What follows belongs to an exercise in optimizing a design on an open flow for small area, a short achievable clock period and few clock cycles; a production flow would make more cautious choices. At most, simulation tests tie the RTL to the original design; equivalence was not proved. No activity file was given, so power comes from the tool's default toggle rates.

Setup of v6:
==> flow/design.v (excerpt) <==
module JAM (
input CLK,
input RST,
output reg [2:0] W,
output reg [2:0] J,
input [6:0] Cost,
output reg [3:0] MatchCount,
output reg [9:0] MinCost,
output reg Valid );
localparam [2:0] PH_HUNG = 3'd0, PH_AUG = 3'd1, PH_TIGHT = 3'd2, PH_RES = 3'd3,
                 PH_RYS = 3'd4, PH_DONE = 3'd5;
localparam [3:0] ROOT = 4'b1000;
integer k;
reg [2:0] ph;
reg       s0v, s0k, s0first, s0last, s0trr, s0lazy, s0zero, s0t, s0pen, s0ante, s0a3;
reg       spec;            
reg [2:0] specj;
reg [7:0] rem;
reg [2:0] i;             
reg [3:0] j0;            
reg [7:0] used, usedprev;
reg [6:0] Dprev;
reg [8:0] K;
reg [7:0] bestD;         
reg [2:0] bj, bp;
reg       bpv;
reg [7:0] tmask;
reg [2:0] ja;
reg [7:0] M   [0:7];     
reg [6:0] w   [0:7];     
reg [2:0] way [0:7];     
reg [2:0] p   [0:7];
reg [7:0] pv;
reg [7:0] mrd;
reg [6:0] wrd;
reg       s1v, s1k, s1first, s1last, s1trr, s1lazy, s1zero, s1t, s1pen, s1ante, s1a3;
reg [2:0] s1c;
  ...
Size: about 460 flip-flops, about 24000 µm² of cells after synthesis.
clock: 6.0 ns
lec_check: 0
abc_clock_period_in_ps: 2500
cap_margin: 20
core_margin: 2
core_utilization: 40
setup_slack_margin: 3.0
slew_margin: 20
run.sh (not shown) runs the stock make flow with config.mk's settings and CLKGATE_MAP_FILE= SYNTH_SCRIPT=/design/flow/synth_recipe.tcl, a recipe that flattens the netlist after the stock synthesis.
Testbench counts of v6, summed over its fixed seeds: cycles 3,348.
> inputs changed (v6 -> v7)
diff --git a/flow/design.v b/flow/design.v
--- a/flow/design.v
+++ b/flow/design.v
@@ -147,26 +147,24 @@
         q3[k] = q3[k-1] | (remn[k] & q2[k-1]);
         q4[k] = q4[k-1] | (remn[k] & q3[k-1]);
     end
 end
 reg  [2:0] rlowi;
 always @(*) begin
     rlowi = 3'd0;
     for (k = 7; k >= 0; k = k - 1) if (rlow[k]) rlowi = k;
 end
 wire [2:0] jwc  = way[ja];
 wire [3:0] jw   = {jwc == ja, jwc};
 wire       augd = (ph == PH_AUG) & jw[3];
-wire       rowend = (ph == PH_HUNG) & hend & ~specok & ~npv;
-reg        early;
 always @(posedge CLK) begin
     s1k <= s0k; s1first <= s0first; s1last <= s0last; s1trr <= s0trr;
     s1lazy <= s0lazy; s1zero <= s0zero; s1t <= s0t;
     s1c <= J; s1pen <= s0pen; s1ante <= s0ante; s1a3 <= s0a3;
     s2k <= s1k; s2first <= s1first; s2last <= s1last; s2trr <= s1trr;
     s2t <= s1t; s2c <= s1c; s2pen <= s1pen; s2ante <= s1ante; s2a3 <= s1a3;
     s3k <= s2k; s3first <= s2first; s3last <= s2last; s3trr <= s2trr;
     s3t <= s2t; s3c <= s2c; s3pen <= s2pen; s3ante <= s2ante; s3a3 <= s2a3;
     mrd <= M[J];
     wrd <= s0zero ? 7'd0 : w[J];
     upq <= s0lazy & usedprev[J];
     cost_q <= Cost;
@@ -190,26 +188,26 @@
     end
     if (hend) ja <= nj;
     if (s3v & s3t) begin
         if (tlt) bestD <= yq;
         tmask <= nmask;
         if (s3rl)
             for (k = 0; k < 8; k = k + 1) M[k] <= {M[k][6:0], nmask[k]};
     end
     if (ph == PH_AUG) begin
         p[ja] <= jw[3] ? i : p[jw[2:0]];
         ja    <= jw[2:0];
     end
-    if (rowend) usedprev <= used;
     if (augd) begin
+        usedprev <= used;
         Dprev    <= bestD[6:0];
     end
     if (tend) begin
         Rm <= 8'hFF;
         Cm <= 8'hFF;
     end
     if (ph == PH_RES) begin
         Rm <= Rm & ~F;
         Cm <= Cm & ~Fcols;
         xq    <= 8'd0;
         sgnk  <= ^Cm;
         rlast <= 1'b0;
@@ -231,25 +229,25 @@
     for (k = 0; k < 8; k = k + 1) fq[k] <= fac[k];
     pq03 <= pr03;
     pq47 <= pr47;
     ppar  <= (^xq) ^ sgnk;
     ppar2 <= ppar;
 end
 always @(posedge CLK or posedge RST) begin
     if (RST) begin
         ph <= PH_HUNG;
         W <= 3'd0; J <= 3'd0;
         s0v <= 1'b1; s0k <= 1'b0; s0first <= 1'b1; s0last <= 1'b0; s0trr <= 1'b1;
         s0lazy <= 1'b0; s0zero <= 1'b1; s0t <= 1'b0;
-        s0pen <= 1'b0; s0ante <= 1'b0; s0a3 <= 1'b0; spec <= 1'b0; early <= 1'b0;
+        s0pen <= 1'b0; s0ante <= 1'b0; s0a3 <= 1'b0; spec <= 1'b0;
         rem <= 8'hFE;
         i <= 3'd0; j0 <= ROOT;
         used <= 8'd0;
         pv <= 8'd0;
         s1v <= 1'b0; s2v <= 1'b0; s3v <= 1'b0;
         MinCost <= 10'd0; Valid <= 1'b0;
     end else begin
         s1v <= s0v; s2v <= s1v; s3v <= s2v;
         if (s0v) begin
             if (s0t) begin
                 if ((W == 3'd7) & (J == 3'd7)) begin
                     s0v <= 1'b0;
@@ -290,54 +288,32 @@
                     s1v <= 1'b0;
                     s2v <= 1'b0;
                     s3v <= 1'b0;
                 end
                 if (npv) begin
                     used <= nused;
                     j0 <= {1'b0, nj};
                     W <= np; J <= nj;
                     rem <= nrem;
                     s0v <= 1'b1; s0k <= 1'b1; s0first <= 1'b0; s0last <= 1'b0; s0trr <= 1'b0;
                     s0lazy <= 1'b0; s0zero <= 1'b0; s0pen <= 1'b0; s0ante <= 1'b0; s0a3 <= 1'b0;
                 end else begin
+                    s0v <= 1'b0;
                     ph <= PH_AUG;
-                    early <= 1'b1;
-                    used <= 8'd0;
-                    j0 <= ROOT;
-                    W <= (i == 3'd7) ? 3'd0 : i + 3'd1;
-                    J <= 3'd0;
-                    s0v <= 1'b1; s0k <= 1'b0; s0first <= 1'b1; s0last <= 1'b0; s0trr <= 1'b1;
-                    s0lazy <= 1'b1; s0zero <= 1'b0; s0pen <= 1'b0; s0ante <= 1'b0; s0a3 <= 1'b0;
-                    rem <= 8'hFE;
-                    if (i == 3'd7) begin
-                        s0t <= 1'b1; s0first <= 1'b0; s0trr <= 1'b0;
-                    end
                 end
             end
         end
         PH_AUG: begin
             pv[ja] <= 1'b1;
-            early <= 1'b0;
-            if (early & ~jw[3]) begin
-                s0v <= 1'b0;
-                s1v <= 1'b0;
-            end
-            if (jw[3] & early) begin
-                MinCost <= MinCost + {2'd0, bestD};
-                if (i == 3'd7) ph <= PH_TIGHT;
-                else begin
-                    ph <= PH_HUNG;
-                    i <= i + 3'd1;
-                end
-            end else if (jw[3]) begin
+            if (jw[3]) begin
                 MinCost <= MinCost + {2'd0, bestD};
                 used <= 8'd0;
                 j0 <= ROOT;
                 W <= (i == 3'd7) ? 3'd0 : i + 3'd1;
                 J <= 3'd0;
                 s0v <= 1'b1; s0k <= 1'b0; s0first <= 1'b1; s0last <= 1'b0; s0trr <= 1'b1;
                 s0lazy <= 1'b1; s0zero <= 1'b0; s0pen <= 1'b0; s0ante <= 1'b0; s0a3 <= 1'b0;
                 rem <= 8'hFE;
                 if (i == 3'd7) begin
                     ph <= PH_TIGHT;
                     s0t <= 1'b1; s0first <= 1'b0; s0trr <= 1'b0;
                 end else begin
[summary]
Post-synthesis share of cell area spent on full adders, half adders and majority gates for v7 is higher than for v6. Comparing v6 and v7, the higher wire length was measured on v6. v7 vs. v6: first-iteration DRC count now smaller, final estimated routing congestion in global placement shrank by about 4%, synthesized cell count went down, worst hold slack after final layout lower. Relative to v6, cell count after placement decreased by 30 in v7. Higher register fraction of the total cell area was reported by v7, not v6.
Testbench counts of v7, summed over its fixed seeds: cycles 3,418.

---

JAM, a different RTL version from the one above (not shown whole).
For scale: roughly 2200 cells after synthesis, ~460 flip-flops, roughly 0.024 mm² of cells after synthesis.
clock: 6.0 ns
lec_check: 0
abc_clock_period_in_ps: 2500
cap_margin: 20
core_margin: 2
core_utilization: 40
setup_slack_margin: 3.0
slew_margin: 20
The first run produced a clean layout.
Then changed:
--- a/flow/design.v
+++ b/flow/design.v
@@ -96,25 +96,15 @@
 wire [3:0] prod = pq03 * pq47;
 wire [6:0] wl    = upq ? (wrd + Dprev - mrd[6:0]) : wrd;
 wire [8:0] wk    = (s1k | s1first | s1t) ? {2'b00, wl} : ({2'b00, wrd} + K);
 wire [8:0] knew  = {1'b0, bestD} - {2'b00, Cost} - {2'b00, wrd};
 wire [8:0] yfull = {2'b00, cost_q} + wq;
 wire [7:0] ysat  = (yfull[8] | yfull[7]) ? 8'h80 : {1'b0, yfull[6:0]};
-function lt8;
-    input [7:0] x, y;
-    reg         l;
-    integer     n;
-    begin
-        l = 1'b0;
-        for (n = 0; n < 8; n = n + 1) l = (~x[n] & y[n]) | (~(x[n] & ~y[n]) & l);
-        lt8 = l;
-    end
-endfunction
-wire       c_yB = lt8(yq, bestD);
-wire       c_MB = lt8(Mq2, bestD);
-wire       c_yM = lt8(yq, Mq2);
+wire       c_yB = yq < bestD;
+wire       c_MB = Mq2 < bestD;
+wire       c_yM = yq < Mq2;
 wire       upd  = s3first | c_yM;
 wire       take = s3trr | (upd ? c_yB : c_MB);
 wire [7:0] nD   = take ? (upd ? yq : Mq2) : bestD;
 wire [7:0] c3bit = 8'd1 << s3c;
 wire [2:0] nj   = take ? s3c : bj;
 wire [7:0] bjbit  = 8'd1 << bj;
@@ -130,20 +120,19 @@
 wire       ha3   = hscan & s3a3;
 wire       specok = spec & npv & (nj == specj);
 wire       tlt   = s3rf | c_yB;
 wire       teq   = (yq == bestD);
 wire [7:0] nmask = tlt ? c3bit : teq ? (tmask | c3bit) : tmask;
 wire       tend  = s3v & s3t & s3rl & (W == 3'd7) & ~s0v;
-wire [7:0] remx = s0k ? (rem & ~(8'd1 << J)) : rem;
 reg  [7:0] rlow, remn, q1, q2, q3, q4;
 always @(*) begin
-    q1[0] = remx[0];
-    for (k = 1; k < 8; k = k + 1) q1[k] = q1[k-1] | remx[k];
-    rlow[0] = remx[0];
-    for (k = 1; k < 8; k = k + 1) rlow[k] = remx[k] & ~q1[k-1];
-    remn = remx & ~rlow;
+    q1[0] = rem[0];
+    for (k = 1; k < 8; k = k + 1) q1[k] = q1[k-1] | rem[k];
+    rlow[0] = rem[0];
+    for (k = 1; k < 8; k = k + 1) rlow[k] = rem[k] & ~q1[k-1];
+    remn = rem & ~rlow;
     q1[0] = remn[0]; q2[0] = 1'b0; q3[0] = 1'b0; q4[0] = 1'b0;
     for (k = 1; k < 8; k = k + 1) begin
         q1[k] = q1[k-1] | remn[k];
         q2[k] = q2[k-1] | (remn[k] & q1[k-1]);
         q3[k] = q3[k-1] | (remn[k] & q2[k-1]);
         q4[k] = q4[k-1] | (remn[k] & q3[k-1]);
@@ -256,13 +245,13 @@
                     s0v <= 1'b0;
                 end else begin
                     J <= J + 3'd1;
                     if (J == 3'd7) W <= W + 3'd1;
                     s0lazy <= s0lazy & (J != 3'd7);
                 end
-            end else if (remx == 8'd0) begin
+            end else if (rem == 8'd0) begin
                 s0v <= 1'b0;
             end else begin
                 J <= rlowi;
                 rem <= remn;
                 s0k <= 1'b0;
                 s0trr <= s0k;
@@ -273,13 +262,13 @@
             end
         end
         case (ph)
         PH_HUNG: begin
             if ((ha3 | hante | hpen) & ~spec & npv) begin
                 W <= np; J <= nj;
-                rem <= ~used;
+                rem <= nrem;
                 s0v <= 1'b1; s0k <= 1'b1; s0first <= 1'b0; s0last <= 1'b0; s0trr <= 1'b0;
                 s0lazy <= 1'b0; s0zero <= 1'b0; s0pen <= 1'b0; s0ante <= 1'b0; s0a3 <= 1'b0;
                 spec <= 1'b1;
                 specj <= nj;
             end
             if (hend) spec <= 1'b0;
@@ -293,13 +282,13 @@
                     s3v <= 1'b0;
                 end
                 if (npv) begin
                     used <= nused;
                     j0 <= {1'b0, nj};
                     W <= np; J <= nj;
-                    rem <= ~used;
+                    rem <= nrem;
                     s0v <= 1'b1; s0k <= 1'b1; s0first <= 1'b0; s0last <= 1'b0; s0trr <= 1'b0;
                     s0lazy <= 1'b0; s0zero <= 1'b0; s0pen <= 1'b0; s0ante <= 1'b0; s0a3 <= 1'b0;
                 end else begin
                     ph <= PH_AUG;
                     early <= 1'b1;
                     used <= 8'd0;
Result: Power increases by about 1.7%. Sequential share of layout area decreases by 0.19 points. Cell count stays flat. Worst setup slack improved by 0.13 ns. Synthesized cell count decreases by about 1.1%. Wire length stays flat. Non-clock buffer count increases by 24. Global-route usage increases by 0.24 points. Clock-buffer cell count decreases by 7. Clock power increases by about 3%.
Testbench counts after the change, summed over its fixed seeds: cycles 3,348.
Only the layout flow was run in the first run of this note; the RTL was not checked for function there.

re-timing with driven ports:
In the flow no input, the clock included, has a driving cell. The finished layouts below were timed again as built, in two steps. Step 1 (the two cells are an assumption about what drives the block):
set clk [get_ports {CLK}]
set_driving_cell -lib_cell sky130_fd_sc_hd__clkbuf_16 $clk
set_driving_cell -lib_cell sky130_fd_sc_hd__buf_2 [delete_from_list [all_inputs] $clk]
Step 2 adds t to the input delays and takes it off the output delays; t is the mean of the earliest and latest rising clock arrival at the registers after step 1. Input paths then give back, and output paths get back, about the clock's delay inside the block. Slacks: ideal ports / drivers / drivers and shift; pairs: ideal ports / drivers.
run | t (ns) | setup slack, ns | worst setup path after step 2 | worst data-port slew with drivers (ns)
v6 | 0.654 | 2.898 / 2.898 / 2.486 | input to register | 0.03
v7 | 0.652 | 2.926 / 2.926 / 2.470 | input to register | 0.04
the first run of note 2 | 0.657 | 2.849 / 2.849 / 2.474 | input to register | 0.04
the second run of note 2 | 0.662 | 2.976 / 2.976 / 2.465 | input to register | 0.03
After both steps every run listed still meets setup and hold. For the second run of note 2, which loses most, drivers alone change the setup slack by 0.000 ns; drivers and shift together by -0.511 ns.
